This is an optimization exercise on Yosys and OpenROAD, whose aim is small area, a short achievable clock period and few clock cycles, not a production implementation. The RTL was checked by simulation tests, not by an equivalence proof against the original design. Power is estimated from default activity; no workload was simulated.

== wip/onyx ==
Design tomasulo_cpu, start of the top module:
module tomasulo_cpu(
    input  wire        clk,
    input  wire        rst,
    input  wire [31:0] inst_i,
    output wire [31:0] inst_addr_o,
    output wire        inst_ce_o,
    input  wire [31:0] mem_data_i,
    input  wire        mem_valid_i,
    input  wire        mem_ready_i,
    output wire [31:0] mem_addr_o,
    output wire [31:0] mem_data_o,
    output wire        mem_we_o,
    output wire        mem_req_o,
    output wire [3:0]  mem_sel_o
);
For scale: roughly 10000 cells after synthesis, ~170 I/O pins, ~0.084 sq mm of cells after synthesis.
export LEC_CHECK = 0
export ABC_AREA = 1
export CAP_MARGIN = 20
export CORE_MARGIN = 2
export CORE_UTILIZATION = 35
export CTS_CLUSTER_DIAMETER = 80
export CTS_CLUSTER_SIZE = 20
export PLACE_DENSITY = 0.45
export SLEW_MARGIN = 20
create_clock -name core_clock -period 20.0 [get_ports {clk}]
standard.sh (not shown) runs the stock make flow with config.mk's settings and CLKGATE_MAP_FILE= SYNTH_SCRIPT=/design/flow/synth_recipe.tcl, a recipe that flattens the netlist after the stock synthesis.
==> flow/flow/run.sh <==
#!/bin/bash
# Own layout flow: the standard ORFS flow (standard.sh), with
#  - port buffers of a plain buffer cell (buf_2) instead of the default delay buffer,
#  - adders left to abc as plain logic (no full-adder cell mapping; registers unchanged), and
#  - ORFS's repair_timing asked for extra setup margin, so that the layout is optimised
#    for a short achieved period (the clock and its constraints are unchanged).
# make's full output goes to flow_make.log here; ORFS keeps each step's log under orfs/logs.
set -euo pipefail
bash standard.sh finish \
  SETUP_SLACK_MARGIN=14.8 \
  ADDER_MAP_FILE= \
  "BUFFER_PORTS_ARGS=-buffer_cell sky130_fd_sc_hd__buf_2" \
  > flow_make.log 2>&1
wip/onyx went all the way through synthesis, placement and routing and the layout is clean on timing, DRC and antenna.
Testbench counts of wip/onyx, summed over its fixed seeds: cycles 13,401.
Relative to wip/onyx, the following input files were edited for wip/amber:
-- flow/config.mk --
<<< wip/onyx, line 11
export CORE_UTILIZATION = 35
export CTS_CLUSTER_DIAMETER = 80
export CTS_CLUSTER_SIZE = 20
export PLACE_DENSITY = 0.45
>>> wip/amber, line 11
export CORE_UTILIZATION = 45
export CTS_CLUSTER_DIAMETER = 60
export CTS_CLUSTER_SIZE = 28
export PLACE_DENSITY = 0.6
==> run summary <==
Compared with wip/onyx, wip/amber shows a higher number of optimization iterations in the first detailed-route pass.
Number of filler instances in the final layout (lower): wip/amber
Sort wip/amber and wip/onyx by chip width, descending, and wip/onyx comes first.
Post-layout instance count excluding filler cells in wip/amber vs wip/onyx: down 636
[wip/amber] overall power of the completed layout rose 0.29 mW relative to wip/onyx
Modified inputs, wip/harbor compared to wip/amber
-- flow/flow/run.sh --
<<< wip/amber, line 11
  ADDER_MAP_FILE= \
>>> wip/harbor, line 11
-- flow/config.mk --
<<< wip/amber, line 12
export CTS_CLUSTER_DIAMETER = 60
export CTS_CLUSTER_SIZE = 28
>>> wip/harbor, line 12
[summary]
- Higher synthesis-to-finish area growth was reported by wip/amber, not wip/harbor.
- Measured against each other, wip/harbor and wip/amber differ in overall track demand over capacity in global routing, the lower figure coming from wip/harbor.
- Between wip/harbor and wip/amber, it is wip/harbor whose worst slew margin relative to its limit is lower, by 7.0 points.
- Of the two values seen for slowest library cell on the worst path, sky130_fd_sc_hd__or2_4 was produced by wip/amber and sky130_fd_sc_hd__fa_2 by wip/harbor.
- Relative to wip/amber, share of the clock period used by the worst path after layout increased by 0.92 points in wip/harbor.
- In the reports for wip/harbor and wip/amber, the larger critical-path maximum fanout belongs to wip/amber.
- Summary: with wip/amber as the reference, average instance area after synthesis in wip/harbor moved up by a few percent.
The following lists how wip/cedar was set up differently from wip/harbor:
-- flow/flow/run.sh --
<<< wip/harbor, line 11
>>> wip/cedar, line 11
  ADDER_MAP_FILE= \
-- flow/config.mk --
<<< wip/harbor, line 11
export CORE_UTILIZATION = 45
export PLACE_DENSITY = 0.6
>>> wip/cedar, line 11
export CORE_UTILIZATION = 40
export CTS_CLUSTER_DIAMETER = 80
export CTS_CLUSTER_SIZE = 20
export PLACE_DENSITY = 0.5
### Flow results
wip/cedar: done, clean on timing, DRC and antenna
wip/harbor | stages: all done | timing, DRC, antenna: all pass
Looking only at area growth from synthesis to layout, and setting everything else aside, the lower value of wip/harbor and wip/cedar goes to wip/harbor.
wip/harbor → wip/cedar: detailed-routing iteration count for the pre-antenna-repair pass shrank by 3, final total power -11%, number of cells in the finished layout apart from fillers moved up, depth of the critical timing path with buffers and inverters included saw a decrease, die area rose about 12%.
Multi-input gate count, wip/harbor and wip/cedar: lower on wip/harbor
Relative to wip/harbor, wip/cedar improves post-route minimum period.
Delta (wip/cedar minus wip/harbor): post-CTS clock slew at the launch and capture registers of the worst setup and hold paths increased 0.02 ns; routed wire length increased by about 6% relative to the old numbers; final area went up about 0.45%.
Inputs modified between wip/cedar and wip/maple:
-- flow/config.mk --
<<< wip/cedar, line 11
export CORE_UTILIZATION = 40
export CTS_CLUSTER_DIAMETER = 80
export CTS_CLUSTER_SIZE = 20
export PLACE_DENSITY = 0.5
>>> wip/maple, line 11
export CORE_UTILIZATION = 45
export PLACE_DENSITY = 0.6
Notes after the runs:
Between wip/maple and wip/cedar, part of the power in the clock network is lower for wip/cedar, wip/maple comes in above that. The clock transition at the registers of the reported paths of wip/cedar and that of wip/maple are within noise of each other. In terms of sequential cell area, wip/maple and wip/cedar differ only marginally. Summary of wip/maple over wip/cedar: reported leakage power climbed about 2.3%; via count shows an increase of 2381; cell area after synthesis closely matched the old numbers.

## port drivers added, routing unchanged
The flow's constraints put no driver on any port. The routed layouts listed below were extracted and timed again, unchanged, in two steps.
Step 1 assumes that a clkbuf_16 drives the clock port and a buf_2 every other input.
Step 2 times the ports against the registers' clock, not the clock port: input delays grow and output delays shrink by t, the midpoint of the rising clock arrivals with the driver on.
Three values: ideal ports, drivers, drivers and shift; two values: the first two.
run | t (ns) | slack for setup (ns) | hold slack, ns | worst data-port slew with drivers (ns) | pins driven straight from the clock port
wip/onyx | 0.916 | 14.378 / 14.293 / 13.388 | 0.473 / 0.473 / 0.473 | 0.18 | 1
wip/amber | 0.933 | 14.322 / 14.257 / 13.324 | 0.467 / 0.467 / 0.467 | 0.17 | 1
wip/harbor | 0.935 | 14.137 / 14.170 / 13.234 | 0.467 / 0.467 / 0.467 | 0.09 | 1
wip/cedar | 0.907 | 14.402 / 14.300 / 13.453 | 0.467 / 0.467 / 0.467 | 0.21 | 1
wip/maple | 0.952 | 14.332 / 14.234 / 13.409 | 0.467 / 0.467 / 0.467 | 0.17 | 1
After both steps setup and hold are still met in every run listed. For wip/amber, which loses most, drivers alone change the setup slack by -0.065 ns; drivers and shift together by -0.998 ns.
